From an optimization exercise on the open Yosys and OpenROAD flow, aimed at small area, a short achievable clock period and few clock cycles; shortcuts taken in it are not production practice.
Function was not checked in any run shown here: the RTL went through the layout flow alone.
No activity file was given, so power comes from the tool's default toggle rates.

==> flow/design.v, too long to show whole: its modules and the start of the top module <==
// module matrix_mult_pipelined_10: 2683 lines
// module mm10_fa: 4 lines
module matrix_mult_pipelined_10 #(parameter DATA_WIDTH = 8)(
    input clk,
    input rst,
    input in_valid,
    input [7:0] in_data,
    output reg in_ready,
    output reg out_valid,
    output reg [2*DATA_WIDTH-1:0] out_data
);
  // ...
==> flow/flow/run.sh <==
#!/bin/bash
# Standard layout (the standard.sh: unchanged synthesis and steps), with
# repair_timing asked to keep a larger setup slack than the default, so the
# resizer also speeds up paths that already meet the 10 ns clock.
bash standard.sh SETUP_SLACK_MARGIN=6.5 finish > standard.log 2>&1
==> flow/standard.sh <==
#!/bin/bash
# synth_recipe.tcl (not shown) runs the flow's synth.tcl, then flattens the netlist and writes it again
# the make line also repeats each setting of config.mk as NAME=value (left out here)
make -C /OpenROAD-flow-scripts/flow DESIGN_CONFIG=/design/flow/config.mk WORK_HOME=/design/flow/orfs CLKGATE_MAP_FILE= SYNTH_SCRIPT=/design/flow/synth_recipe.tcl "${@:-finish}"
==> flow/config.mk <==
export PLATFORM = sky130hd
export DESIGN_NAME = matrix_mult_pipelined_10
export DESIGN_NICKNAME = matrix_mult_pipelined_10
export VERILOG_FILES = /design/flow/design.v
export SDC_FILE = /design/flow/constraint.sdc
export NUM_CORES = 4
export LEC_CHECK = 0
export CAP_MARGIN = 20
export CORE_MARGIN = 2
export CORE_UTILIZATION = 40
export PLACE_DENSITY = 0.6
export SLEW_MARGIN = 20
export SYNTH_HIERARCHICAL = 1
export SYNTH_MINIMUM_KEEP_SIZE = 0
==> flow/constraint.sdc <==
create_clock -name core_clock -period 10.0 [get_ports {clk}]
set_input_delay 2.0000 -clock core_clock [delete_from_list [all_inputs] [get_ports {clk}]]
set_output_delay 2.0000 -clock core_clock [all_outputs]
set_load 0.01 [all_outputs]
==> notes.md, run 1 <==
- On the final layout, the worst clock skew is 0.0550 ns.
- The library cell used most frequently in the layout, excluding fill and tap cells, is sky130_fd_sc_hd__dfxtp_1.
* Combinational Power: 0.0000367 W
* Largest regs: ra: 800 flops, rb: 800 flops, ah: 80 flops
* Reg2reg start: q2094$_DFF_P_
- The worst register-to-register path has a depth of 10.
* Largest area contributor in the netlist: sky130_fd_sc_hd__dfxtp_1
* Final estimated routing congestion in global placement: 0.901
- CP Data Required Time: 10.74 ns
* Hold Buf Count CTS: 0
* Floorplan row count: 143
- The flow ran to the end and the layout has no timing, DRC or antenna violations.
* Core occupancy in the finished layout: 46.0%
* Clock tree from TritonCTS: done
- Clock Power Share: 46.7%
- Multi-input combinational cells in the finished layout were counted as 1,603.
- Worst Hold Path Cells: 0
- The area growth from synthesis to layout is 14.6%.
- Entering global routing, the biggest net connects 54 pins.
* First-pass iteration count of the detailed router: 8
- Along the worst path, the maximum fanout reaches 2.
- Among the stages of the critical path, the cell type that occurs most often is sky130_fd_sc_hd__fa_1.
- Layout non-clock buf frac: 0.676%
- Once placement completed, the tool counted placed cells totaling 5,859.
* Sw Share: 20.1%
* Post-cts repair resize count: 34
- Synthesis Warnings: 10
- After synthesis, the share of flip-flops with an asynchronous set or reset is 1.26%.
* DR DRC count: 0
==> run 2, diff against run 1 <==
--- a/flow/config.mk
+++ b/flow/config.mk
@@ -7,8 +7,8 @@
 export LEC_CHECK = 0
 export CAP_MARGIN = 20
 export CORE_MARGIN = 2
-export CORE_UTILIZATION = 40
-export PLACE_DENSITY = 0.6
+export CORE_UTILIZATION = 65
+export PLACE_DENSITY = 0.75
 export SLEW_MARGIN = 20
 export SYNTH_HIERARCHICAL = 1
 export SYNTH_MINIMUM_KEEP_SIZE = 0
==> notes.md, run 2 <==
- STA classifies the critical path endpoint as an output pin.
* Overflow left after global routing: 0
- Post-synth ARST share: 1.26% (unchanged)
- Number of enable flip-flop cells after synthesis: 80
* Synthesis Warnings: 10 (unchanged)
- The core region is 93,000 sq um.
- Net count, final: 4,639
- CTS built an H-tree with a depth of 4.
- Clock transition time at the flip-flop clock pins of the worst setup and hold paths: 0.06 ns
* Reg2reg start: q2094$_DFF_P_
- The final routed DRC violation total was 0 (unchanged).
- Number of synthesized register bits: 2,068
- The max-slew violation count is 0.
- For the worst-skew pair, the clock arrives at the later sink with an insertion delay of 0.80 ns.
- IO Pins: 29
* Hold violation count in the final report: 0
* Largest net degree at the start of global routing: 54 (unchanged)
- At the pin with the least slew margin, the transition time is 1.18 ns.
- The first global-routing pass estimated 185,000 um of wire.
- After detailed routing, the average wire length per cell comes to 22.8 um.
- Status: no timing/DRC/antenna violations
* Peak Freq: 291 MHz
* Net switching power of the design: 0.00313 W
- Leakage power summed over all cells: 23.2 nW
- The worst setup path is of the reg -> out kind.
- The initial utilization of the core area, before any placement, comes to 65.4%.
* Detail Route Antenna Nets: 0
* Unrepaired setup endpoints after global routing: yes
* Wire length reported by the detailed router: 123,000 um
- Registers are responsible for 54.3% of the overall power.
* Fill cell instance count of the final layout: 5,563
* Largest area contributor in the netlist: sky130_fd_sc_hd__dfxtp_1
* Xor/xnor share of the synthesized area: 0.576%
- Number of inserted diodes: 0
- The clock drives 2,068 sinks.
* Sequential element share of the synthesized area: 69.6%
- Counting I/O delays and the setup requirement, the final critical path takes 3.44 ns.
- Average cell area after synthesis: 15.4 sq um
* Gate family responsible for the most delay along the worst path: flip-flops
- Adding up every negative setup slack in the final design gives 0 ns.
- The cell sitting at the root of the clock tree is a sky130_fd_sc_hd__clkbuf_16.
- The post-route netlist has 9.78% of its cells at a drive strength greater than 1.
- Hold Buf Count CTS: 0 (unchanged)
* Min-Delay Startpoint: rb[15][0]$_DFF_P_
- Pre-CTS worst setup slack: 6.42 ns
- sky130_fd_sc_hd__dfxtp_1 is the most common cell in the netlist.
- Global routing consumed, over all layers together, 26.8% of the routing resources.
- The number of cell rows is 112 (-22%).
* Power per Cell Area: 226 nW/um^2
- Initial DRC count: 2,242
- Synth Area in Adders: 20.4%
- Vias in the first global route: 30,100
- The portion of synthesized area spent on multiplexers is 1.68%.
- The die covers 96,100 sq um.
- Die Y: 310 um
* Most common library cells after synthesis: sky130_fd_sc_hd__dfxtp_1 (1,962), sky130_fd_sc_hd__nand2_1 (647), sky130_fd_sc_hd__fa_1 (593), sky130_fd_sc_hd__clkbuf_1 (174), sky130_fd_sc_hd__inv_1 (106)
* CP Data Required Time: 8.00 ns (-2.74 ns)
* Most instantiated flip-flop cell in the synthesis netlist: sky130_fd_sc_hd__dfxtp_1
- Across all layers, the routed design uses 27,800 vias.
- STA puts the critical path data arrival time at 1.44 ns.
* Max cap viols: 0
* TritonCTS buffer count: 178
* Final estimated routing congestion in global placement: 0.943 (+4.7%)
- The worst setup skew after layout came to 0.0420 ns (-0.0130 ns).
* Depth of the worst register-to-register path: 10 (unchanged)
- Area share of the largest cell type after synthesis: 64.6%
- The clock passes through at most 3 buffers.
- Clock tree from TritonCTS: done
* Post-DR vias/cell: 5.16
- Worst Hold Path Cells: 0 (unchanged)
- The maximum net fanout on the critical path is 2 (unchanged).
* Commonest cells after routing, fill and taps aside: sky130_fd_sc_hd__dfxtp_1 (1,962), sky130_fd_sc_hd__nand2_1 (647), sky130_fd_sc_hd__fa_1 (593)
- The floorplan step set the die width to 310 um.
- Fraction of the cycle the final worst path needs: 34.4%
- Buffers on Ports: 28
- The synthesized netlist devotes 0.889% of its cell area to compound gates.
* Initial antenna violation count: 4
- Cell with the largest stage delay on the worst path: sky130_fd_sc_hd__dfrtp_1
- Cell count along the critical path: 1
- Simple-gate share of the synthesized area: 5.05%
- Measured against its own limit, the worst slew margin works out to 21.1%.
* Largest regs: ra: 800 flops, rb: 800 flops, ah: 80 flops
- From synthesis to final layout, the design area changed by 12.0%.
- Synthesized net count: 4,604
- The HPWL after detailed placement is 82,500 um.
* Finish-stage setup viols: 0
- Largest family of logic cells by synthesized area: adder cells
- After layout, the worst setup slack is 6.56 ns.
- Clock Power Share: 45.4% (-1.3 points)
- Critical path buffer and inverter count: 1
- Traced cell by cell, the critical path runs through dlygate4sd2_1.
- Total internal power: 0.0123 W
* Peak VDD IR: 0.251 mV
* CP Launch Type: flop
* Leading post-synthesis cells by cell area: sky130_fd_sc_hd__dfxtp_1 (65%), sky130_fd_sc_hd__fa_1 (20%), sky130_fd_sc_hd__nand2_1 (4.0%)
- Sw Share: 20.3% (+0.27 points)
* Largest incremental delay on the critical path: 0.37 ns
- Path type of the worst min-delay path: reg -> reg
* Instance count of the mapped netlist: 3,959
* Worst setup path startpoint: in_ready$_DFF_PP0_
* Synthesized cell area: 60,800 sq um
- Number of different library cells in the post-synthesis netlist: 64
- Leaving out fill and tap cells, the most frequent cell in the layout is sky130_fd_sc_hd__dfxtp_1.
- Proportion of power drawn by combinational gates: 0.3%
- The detailed-router iteration count before antenna repair is 7 (-1).
run 2: per-layer routing:
metal  wire length [um]  GRT usage [%]  part of all wire (%)  vias up
met5                  0              0                     0        -
met4               5550           12.1                   4.5        0
met3               8070           5.52                   6.6      245
met2              60300           44.5                    49     1051
met1              48800           34.2                    40    14300
li1                   -              -                     -    12300
run 2: power by group through the flow:
stage / sequential, W / combinational [W] / clock [W]
floorplan: 0.00852 / 0.0000344 / 0
global placement: 0.00854 / 0.0000365 / 0
detailed placement: 0.00855 / 0.0000377 / 0
CTS: 0.00836 / 0.0000384 / 0.00711
global route: 0.00836 / 0.0000439 / 0.00743
finish: 0.00836 / 0.0000390 / 0.00700
run 2: logic make-up (layout without fill, tap and decap cells):
kind of cell,after synthesis,in the layout
AOI/OAI and AO/OA,81,81
xor gates and xnor gates,40,40
adders and majority gates,634,634
buffers and inverters,288,470
DFF,2068,2068
muxes,91,91
and+or+nand+nor,757,757
run 2: layout make-up:
cell class | instances | area, sq um | share of cell area (%)
flip-flops and latches | 2068 | 42300 | 62.1
inverters | 106 | 398 | 0.584
clock inverters | 68 | 827 | 1.21
multi-input cells | 1603 | 17400 | 25.5
well taps | 1254 | 1570 | 2.30
repair buffers | 37 | 345 | 0.507
clock buffers | 259 | 5270 | 7.73
run 2: modules after synthesis, one instance, submodules excluded:
module | flip-flops and latches | copies in the design | cells inside
matrix_mult_pipelined_10 | 2068 | 1 | 3367
mm10_fa | 0 | 592 | 1
run 2: timing repair:
action                     in CTS  in global routing
setup endpoints to repair      19                  5
buffers inserted                0                  1
resized for setup              19                  5
run 2: worst register-to-register path: cells and delay by family, from the launching register on:
kind,cells,cell delay (ns)
XOR/XNOR,1,0.13
adder cells (fa/ha/maj),3,1.51
AO/OA/AOI/OAI,5,1.28
buffers and inverters,1,0.07
flip-flops,1,0.32
run 2: path summary, 6_finish.rpt:
kind                            slack (ns)              endpoint
worst max-delay path                  6.56              in_ready
worst min-delay path                  0.30     rb[16][0]$_DFF_P_
worst max register to register        6.61  out_data[12]$_DFF_P_
worst min register to register        0.30     rb[16][0]$_DFF_P_
max in group asynchronous             8.09     ph_t[3]$_DFF_PP1_
min in group asynchronous             1.46     ph_t[1]$_DFF_PP0_
run 2: through the flow:
| step | instances | util [%] | hold WS, ns | instance area [sq um] | total power (W) |
|---|---|---|---|---|---|
| 2_1_floorplan | 3959 | - | 0.310 | 60800 | 0.00856 |
| 3_3_place_gp | 5066 | 66.7 | 0.309 | 62000 | 0.00858 |
| 3_5_place_dp | 5066 | 66.7 | 0.312 | 62000 | 0.00858 |
| 4_1_cts | 5393 | 73.2 | 0.297 | 68100 | 0.0155 |
| 5_1_grt | 5395 | 73.2 | 0.294 | 68200 | 0.0158 |
| 6_report | 5395 | 73.2 | 0.304 | 68200 | 0.0154 |
==> run 3, diff against run 2 <==
--- a/flow/config.mk
+++ b/flow/config.mk
@@ -8,6 +8,8 @@
 export CAP_MARGIN = 20
 export CORE_MARGIN = 2
 export CORE_UTILIZATION = 65
+export CTS_CLUSTER_DIAMETER = 100
+export CTS_CLUSTER_SIZE = 30
 export PLACE_DENSITY = 0.75
 export SLEW_MARGIN = 20
 export SYNTH_HIERARCHICAL = 1
==> notes.md, run 3 <==
- The buffer levels on the longest clock path came to 3 (unchanged).
- The worst hold path belongs to the class reg -> reg.
- The wire length per cell came to 22.0 um (-3.2%).
- Initial DRC count: 2,142 (-4.5%)
- The combined flip-flop and latch cell area is 42,300 sq um (unchanged).
- The final count of hold timing violations was 0 (unchanged).
- The post-route non-filler standard cell count is 5,186 (-3.9%).
- Clock latency on the worst-skew pair: 0.71 ns (-0.09 ns)
- The number of flops mapped to enable cells by yosys was 80 (unchanged).
- Total power: 0.0123 W (-20%)
- Core region area: 93,000 sq um (unchanged)
- The top achievable clock speed came to 297 MHz (+2.1%).
- Largest family of logic cells by synthesized area: adder cells
- Number of inserted diodes: 0 (unchanged)
- The area of combinational cells with multiple inputs was 17,400 sq um (about the same).
* Critical path class: reg -> out
* Cell with the largest stage delay on the worst path: sky130_fd_sc_hd__dfrtp_1
* Critical Path Fanout Max: 2 (unchanged)
- Setup repair after global routing could not meet its margin everywhere.
- Largest area contributor in the netlist: sky130_fd_sc_hd__dfxtp_1
* IO Pins: 29 (unchanged)
- Synthesis Warnings: 10 (unchanged)
- Data arrival, critical path: 1.37 ns (-0.07 ns)
- The area share of the leading cell type in the synthesized netlist was 64.6% (unchanged).
- The via count of the first global-routing pass is 27,900 (-7.2%).
- CP Launch Type: flop
- Most common library cells after synthesis: sky130_fd_sc_hd__dfxtp_1 (1,962), sky130_fd_sc_hd__nand2_1 (647), sky130_fd_sc_hd__fa_1 (593), sky130_fd_sc_hd__clkbuf_1 (174), sky130_fd_sc_hd__inv_1 (106)
- The net count of the finished layout was 4,541 (-2.1%).
- For this run, the leading register cell type out of synthesis is sky130_fd_sc_hd__dfxtp_1.
- The count of fill cells added during filler insertion is 6,082 (+9.3%).
* Synth Area in Adders: 20.4% (unchanged)
- Met2 layer usage reported by global route: 41.1% (-3.4 points)
- Buffer cell driving the clock tree root: sky130_fd_sc_hd__clkbuf_16
* Worst setup path startpoint: in_ready$_DFF_PP0_
- Dpl cells: 5,066 (unchanged)
- Die Y: 310 um (unchanged)
- STA classifies the critical path endpoint as an output pin.
* Critical path buffer and inverter count: 1 (unchanged)
- Number of H-tree levels: 3 (-1)
- The die area came to 96,100 sq um (unchanged).
- The post-synthesis async set-or-reset flop share was 1.26% (unchanged).
- Detail Route Antenna Nets: 0 (unchanged)
- Die X: 310 um (unchanged)
* Actual transition at the worst max-transition pin: 1.18 ns (-0.00540 ns)
- The distinct cell type count after synthesis is 64 (unchanged).
* Clock Sink Count: 2,068 (unchanged)
- Largest net degree at the start of global routing: 54 (unchanged)
- Post-DR vias/cell: 5.12 (-0.76%)
- Crit-path cells: dlygate4sd2_1
- Reg2reg start: q2094$_DFF_P_
- The final-layout setup total negative slack was 0 ns (unchanged).
* Synthesized cell area: 60,800 sq um (unchanged)
- The fraction of the cycle the final worst path needs came to 33.7% (-0.69 points).
* Gate family responsible for the most delay along the worst path: flip-flops
* Instance count of the mapped netlist: 3,959 (unchanged)
- In the final layout, the registers with the most flip-flops are ra: 800 flops, rb: 800 flops, ah: 80 flops.
- The total CTS buffers is 80 (-55%).
- Detailed Place HPWL: 82,500 um (unchanged)
- Initial Utilization: 65.4% (unchanged)
* Commonest cells after routing, fill and taps aside: sky130_fd_sc_hd__dfxtp_1 (1,962), sky130_fd_sc_hd__nand2_1 (647), sky130_fd_sc_hd__fa_1 (593)
- The minimum clock period came to 3.37 ns (-0.0694 ns).
* Simple-gate share of the synthesized area: 5.05% (unchanged)
- Worst hold slack: 0.308 ns (+0.00412 ns)
- The total track usage was 24.7% (-2.1 points).
- Buffers on Ports: 28 (unchanged)
* Top-count cell post-synth: sky130_fd_sc_hd__dfxtp_1
- Complex-gate fraction of the synthesized area: 0.889% (unchanged)
- Sequential element share of the synthesized area: 69.6% (unchanged)
* First-pass GRT wire length: 172,000 um (-7.1%)
- Xor/xnor share of the synthesized area: 0.576% (unchanged)
* Leakage power summed over all cells: 21.4 nW (-7.9%)
- Number of slew-limit violations in the final report: 0 (unchanged)
* Peak VDD IR: 0.211 mV (-16%)
- The fraction of layout instances using a drive strength above 1 came to 5.44% (-4.3 points).
- The total wirelength of the detailed-routed design was 114,000 um (-6.9%).
- Max Clock Skew: 0.0467 ns (+0.00468 ns)
- The post-synthesis average cell area is 15.4 sq um (unchanged).
* Final estimated routing congestion in global placement: 0.943 (unchanged)
- Finish-stage setup viols: 0 (unchanged)
- The synthesized net count is 4,604 (unchanged).
* Layout-stage area growth over the synthesis result: 5.85%
* Number of vias in the routed layout: 26,500 (-4.6%)
- The relative slew slack came to 21.4% (+0.36 points).
* GR peak layer: met2
- Clock transition time at the flip-flop clock pins of the worst setup and hold paths: 0.11 ns (+0.05 ns)
- The multiplexer area fraction after synthesis is 1.68% (unchanged).
- The final routed DRC violation total is 0 (unchanged).
- Fraction of met1 tracks used by global routing: 33.0% (-1.2 points)
- Yosys attributes the largest share of cell area to sky130_fd_sc_hd__dfxtp_1 (65%), sky130_fd_sc_hd__fa_1 (20%), sky130_fd_sc_hd__nand2_1 (4.0%).
- TritonCTS built the clock tree.
- Largest incremental delay on the critical path: 0.39 ns (+0.02 ns)
- The required time at the worst-slack endpoint is 8.00 ns (about the same).
- Overflow left after global routing: 0 (unchanged)
- The flop-to-flop setup slack is 6.64 ns (+0.03 ns).
- The total power divided by cell area came to 192 nW/um^2 (-15%).
* Max cap viols: 0 (unchanged)
* Leading cell type in the layout, fill and taps excluded: sky130_fd_sc_hd__dfxtp_1
- The met3 capacity usage during global routing is 4.28% (-1.2 points).
- The post-synthesis register bit count came to 2,068 (unchanged).
* Min-Delay Startpoint: rb[58][5]$_DFF_P_
- The run finished with no timing, DRC or antenna violations.
- Initial antenna violation count: 2 (-2)
* Floorplan row count: 112 (unchanged)
- First-pass iteration count of the detailed router: 8 (+1)
run 3: cell counts after synthesis:
Identical to the previous run, type by type.
run 3: kinds of logic (layout without fill, tap and decap cells):
logic type	count (synthesis)	after routing
flip-flops	2068	2068
multiplexers	91	91
buffers and inverters	288	261
AO/OA/AOI/OAI	81	81
AND/OR/NAND/NOR	757	757
adder cells (fa/ha/maj)	634	634
XOR/XNOR	40	40
run 3: timing repair:
item,CTS,global route
hold buffers,0,0
buffers inserted,1,0
endpoints found under the setup margin,19,3
gates resized for setup,19,4
hold endpoints to repair,0,0
run 3: cell type report:
type                    instances  share of cell area (%)
clock buffers                 105                    3.25
clock inverters                13                   0.371
inverters                     106                   0.618
multi-input cells            1603                    27.0
flip-flops and latches       2068                    65.8
well taps                    1254                    2.44
repair buffers                 37                   0.536
run 3: power by group:
| group | switching, W | internal [W] |
|---|---|---|
| Sequential | 0.0000370 | 0.00832 |
| Clock | 0.00241 | 0.00154 |
| Combinational | 0.0000168 | 0.0000221 |
| Total | 0.00247 | 0.00988 |
run 3: path summary, 6_finish.rpt:
path | end | cells past startpoint
hold reg to reg | rb[59][5]$_DFF_P_ | 0
hold / removal | rb[59][5]$_DFF_P_ | 0
max in group asynchronous | ph_u[3]$_DFF_PP1_ | 3
min in group asynchronous | ph_t[1]$_DFF_PP0_ | 2
setup reg to reg | out_data[12]$_DFF_P_ | 10
setup / recovery | in_ready | 1
run 3: Yosys stat by module (local to each module, per instance):
module | cells | flip-flops and latches
matrix_mult_pipelined_10 | 3367 | 2068
mm10_fa | 1 | 0
run 3: per-stage QoR:
step / utilization, % / instance area (sq um) / setup WS, ns
final: 69.2 / 64400 / 6.63
after global routing: 69.2 / 64400 / 6.46
after floorplan: - / 60800 / 6.87
after global placement: 66.7 / 62000 / 6.42
after CTS: 69.1 / 64300 / 6.55
after detailed placement: 66.7 / 62000 / 6.42
run 3: routing by layer:
layer / wire length [um] / vias up
li1: - / 11900
met1: 47400 / 13500
met2: 55400 / 871
met3: 6850 / 192
met4: 4510 / 0
met5: 0 / -
==> run 4, diff against run 3 <==
--- a/flow/config.mk
+++ b/flow/config.mk
@@ -8,8 +8,7 @@
 export CAP_MARGIN = 20
 export CORE_MARGIN = 2
 export CORE_UTILIZATION = 65
-export CTS_CLUSTER_DIAMETER = 100
-export CTS_CLUSTER_SIZE = 30
+export CTS_BUF_LIST = sky130_fd_sc_hd__clkbuf_4 sky130_fd_sc_hd__clkbuf_8
 export PLACE_DENSITY = 0.75
 export SLEW_MARGIN = 20
 export SYNTH_HIERARCHICAL = 1
==> notes.md, run 4 <==
* Hold violation count in the final report: 0 (unchanged)
- The maximum net fanout on the critical path is 2 (unchanged).
- Commonest cells after routing, fill and taps aside: sky130_fd_sc_hd__dfxtp_1 (1,959), sky130_fd_sc_hd__nand2_1 (647), sky130_fd_sc_hd__fa_1 (593)
- Largest regs: ra: 800 flops, rb: 800 flops, ah: 80 flops
- The pin count of the biggest net entering global routing was 54 (unchanged).
- Synthesized net count: 4,604 (unchanged)
- Clock Sink Count: 2,068 (unchanged)
* DR DRC count: 0 (unchanged)
- Number of slew-limit violations in the final report: 0 (unchanged)
* Setup slack of the most critical reg-to-reg path: 6.60 ns (-0.04 ns)
- The minimum clock period came to 3.43 ns (+0.0664 ns).
- Die area: 96,100 sq um (unchanged)
- Net count, final: 4,773 (+5.1%)
* Most instantiated flip-flop cell in the synthesis netlist: sky130_fd_sc_hd__dfxtp_1
- Max Clock Skew: 0.0854 ns (+0.0387 ns)
* Fill cell instance count of the final layout: 5,613 (-7.7%)
- Setup repair after global routing could not meet its margin everywhere.
- Number of enable flip-flop cells after synthesis: 80 (unchanged)
- Overflow left after global routing: 0 (unchanged)
* Maximum number of buffers from clock root to sink: 4 (+1)
- Clock latency on the worst-skew pair: 0.97 ns (+0.26 ns)
- Min-Delay Startpoint: rb[38][7]$_DFF_P_
- Detail Route Antenna Nets: 0 (unchanged)
- Floorplan row count: 112 (unchanged)
- Number of vias in the routed layout: 28,200 (+6.2%)
* Finish-stage setup viols: 0 (unchanged)
- CP Data Required Time: 8.00 ns (about the same)
* Top-count cell post-synth: sky130_fd_sc_hd__dfxtp_1
- Number of different library cells in the post-synthesis netlist: 64 (unchanged)
- The clock slew at the register clock pins of the worst setup and hold paths came to 0.06 ns (-0.05 ns).
* Max cap viols: 0 (unchanged)
- Post-route cell area: 68,200 sq um (+6.0%)
- The tree is rooted in a sky130_fd_sc_hd__clkbuf_8.
- Number of synthesized register bits: 2,068 (unchanged)
- The post-synthesis async set-or-reset flop share came to 1.26% (unchanged).
- The fraction of layout instances using a drive strength above 1 came to 15.1% (+9.7 points).
- The count of buffers inserted at the top-level ports came to 28 (unchanged).
- The worst hold path terminates at rb[39][7]$_DFF_P_.
* Power per Cell Area: 223 nW/um^2 (+16%)
* Reg2reg start: q2094$_DFF_P_
- The floorplan die height is 310 um (unchanged).
- The total track usage is 26.0% (+1.3 points).
* Critical path buffer and inverter count: 1 (unchanged)
- The total CTS buffers is 312 (+290%).
- Synthesis Warnings: 10 (unchanged)
* Status: no timing/DRC/antenna violations
- Critical path class: reg -> out
- Final estimated routing congestion in global placement: 0.943 (unchanged)
* Post-DR vias/cell: 5.04 (-1.5%)
* Largest area contributor in the netlist: sky130_fd_sc_hd__dfxtp_1
* Leading post-synthesis cells by cell area: sky130_fd_sc_hd__dfxtp_1 (65%), sky130_fd_sc_hd__fa_1 (20%), sky130_fd_sc_hd__nand2_1 (4.0%)
- Peak VDD IR: 0.224 mV (+6.0%)
* First-pass iteration count of the detailed router: 8 (unchanged)
* Most common library cells after synthesis: sky130_fd_sc_hd__dfxtp_1 (1,962), sky130_fd_sc_hd__nand2_1 (647), sky130_fd_sc_hd__fa_1 (593), sky130_fd_sc_hd__clkbuf_1 (174), sky130_fd_sc_hd__inv_1 (106)
- Destination of the worst register-to-register timing path: out_data[12]$_DFF_P_
* Endpoint kind of the worst setup timing path: output pin
- The number of cells on the worst hold path is 0 (unchanged).
- The total wirelength of the detailed-routed design was 119,000 um (+4.6%).
- Area share of the largest cell type after synthesis: 64.6% (unchanged)
- Die X: 310 um (unchanged)
* Cell with the largest stage delay on the worst path: sky130_fd_sc_hd__dfrtp_1
* Relative slew slack: 20.5% (-0.90 points)
- The wire length of the first global-routing pass was 180,000 um (+5.1%).
- Initial antenna violation count: 4 (+2)
- Fraction of the cycle the final worst path needs: 34.3% (+0.66 points)
- The fraction of the yosys area taken by sequential cells was 69.6% (unchanged).
- Sum of negative setup slack: 0 ns (unchanged)
* Depth of the worst register-to-register path: 10 (unchanged)
- Synthesized cell area: 60,800 sq um (unchanged)
- Clock tree from TritonCTS: done
* Leading cell type in the layout, fill and taps excluded: sky130_fd_sc_hd__dfxtp_1
* Number of H-tree levels: 5 (+2)
- Leakage power summed over all cells: 23.5 nW (+10%)
- CP Launch Type: flop
- The slew at the pin with the worst max-slew slack is 1.19 ns (+0.0136 ns).
* Initial Utilization: 65.4% (unchanged)
- IO Pins: 29 (unchanged)
- The cell family contributing the most delay on the critical path is flip-flops.
* WL per Instance: 21.4 um (-3.0%)
- The top achievable clock speed came to 291 MHz (-1.9%).
* Data arrival, critical path: 1.43 ns (+0.06 ns)
* Path type of the worst min-delay path: reg -> reg
* Detailed Place HPWL: 82,500 um (unchanged)
* Core region area: 93,000 sq um (unchanged)
* Vias in the first global route: 30,500 (+9.1%)
- Layout-stage area growth over the synthesis result: 12.2%
- The post-synthesis average cell area is 15.4 sq um (unchanged).
* Instance count of the mapped netlist: 3,959 (unchanged)
- Largest incremental delay on the critical path: 0.37 ns (-0.02 ns)
- Crit-path cells: buf_2
* Post-DP Area: 62,000 sq um (unchanged)
- The number of violations reported at the end of detailed-routing iteration 0 is 1,931 (-9.9%).
run 4: layer usage:
metal / part of all wire (%) / vias to the layer above / wire (um) / GRT usage, %
li1: - / 12600 / - / -
met1: 40 / 14200 / 47700 / 32.9
met2: 49 / 1068 / 58200 / 42.5
met3: 6.6 / 298 / 7920 / 5.87
met4: 4.8 / 0 / 5710 / 13.3
met5: 0 / - / 0 / 0
run 4: worst max path at each step:
| stage | start | to | slack [ns] | depth (start not counted) |
|---|---|---|---|---|
| global placement | in_valid | ix_t[3]$_DFFE_PP0P_ | 6.42 | 7 |
| floorplan | q2094$_DFF_P_ | out_data[14]$_DFF_P_ | 6.87 | 10 |
| detailed placement | in_valid | half$_DFFE_PP0P_ | 6.42 | 6 |
| CTS | in_ready$_DFF_PP0_ | in_ready | 6.49 | 1 |
| global route | q2094$_DFF_P_ | out_data[12]$_DFF_P_ | 6.42 | 10 |
| finish | in_ready$_DFF_PP0_ | in_ready | 6.57 | 1 |
run 4: worst register-to-register path, cell delays in order (launching register included):
cell and delay (ns):
sky130_fd_sc_hd__dfxtp_1 0.31, sky130_fd_sc_hd__fa_1 0.50, sky130_fd_sc_hd__fa_1 0.55, sky130_fd_sc_hd__inv_1 0.07, sky130_fd_sc_hd__fa_1 0.45, sky130_fd_sc_hd__a21o_1 0.21, sky130_fd_sc_hd__a21o_1 0.19, sky130_fd_sc_hd__a2111oi_1 0.47
sky130_fd_sc_hd__o311ai_0 0.24, sky130_fd_sc_hd__a21oi_1 0.21, sky130_fd_sc_hd__xnor2_1 0.13
run 4: power by group:
| part | switching (W) | internal (W) |
|---|---|---|
| sequential | 0.0000387 | 0.00833 |
| clock | 0.00301 | 0.00381 |
| combinational | 0.0000168 | 0.0000221 |
| total | 0.00306 | 0.0122 |
run 4: what timing repair did:
| action | CTS | global route |
|---|---|---|
| cloned | 0 | 0 |
| pin swaps | 0 | 0 |
| setup buffers | 1 | 0 |
| gates resized for setup | 76 | 3 |
| hold buffers | 0 | 0 |
| endpoints found under the setup margin | 19 | 3 |
run 4: cells by family after synthesis:
logic type      share of synthesized area [%]
mux                                      1.68
simple gates                             5.05
compound gates                          0.889
fa+ha+maj                                20.4
buf+inv                                  1.85
flops                                    69.6
xor+xnor                                0.576
run 4: layout make-up:
type / count / area (sq um) / share of cell area, %
Sequential cell: 2068 / 42300 / 62.1
Multi-Input combinational cell: 1603 / 17400 / 25.5
Clock buffer: 461 / 5760 / 8.44
Tap cell: 1254 / 1570 / 2.30
Clock inverter: 58 / 475 / 0.697
Inverter: 106 / 398 / 0.583
Timing Repair Buffer: 37 / 278 / 0.407
Antenna cell: 4 / 10.0 / 0.0147
run 4: through the flow:
stage / instances / hold WS [ns] / setup slack [ns] / util [%] / total power, W
finish: 5591 / 0.274 / 6.57 / 73.3 / 0.0152
global route: 5591 / 0.262 / 6.42 / 73.3 / 0.0157
CTS: 5586 / 0.262 / 6.49 / 73.3 / 0.0154
detailed placement: 5066 / 0.312 / 6.42 / 66.7 / 0.00858
global placement: 5066 / 0.309 / 6.42 / 66.7 / 0.00858
floorplan: 3959 / 0.310 / 6.87 / - / 0.00856
run 4: Yosys stat by module, one instance, submodules excluded:
| module | copies in the design | cells inside | cell area, sq um | flip-flops and latches |
|---|---|---|---|---|
| matrix_mult_pipelined_10 | 1 | 3367 | 49000 | 2068 |
| mm10_fa | 592 | 1 | 20.0 | 0 |

==> re-timing with driven ports <==
The flow's constraints put no driver on any port. The routed layouts listed below were extracted and timed again, unchanged, in two steps. Step 1 assumes that a clkbuf_16 drives the clock port and a buf_2 every other input. Step 2, shift: input delay + t, output delay - t, t = (earliest + latest rising clock arrival at the registers) / 2. This alone moves slack from input paths to output paths. Three values: ideal, step 1, step 2; two values: the first two.
run	t, ns	slack for setup (ns)	hold WS [ns]	slew at the worst register clock pin (ns)	worst data-port slew with drivers (ns)
run 1	0.871	6.599 / 6.540 / 6.358	0.297 / 0.297 / 0.297	0.07 / 0.07	0.03
run 2	0.851	6.563 / 6.491 / 6.395	0.304 / 0.304 / 0.304	0.08 / 0.08	0.04
run 3	0.754	6.633 / 6.567 / 6.410	0.308 / 0.308 / 0.308	0.12 / 0.12	0.04
run 4	1.006	6.566 / 6.495 / 6.387	0.274 / 0.274 / 0.274	0.07 / 0.07	0.04
After both steps every run listed still meets setup and hold. The setup slack of run 1, which loses most, moves by -0.059 ns with the drivers and by -0.241 ns with both steps.
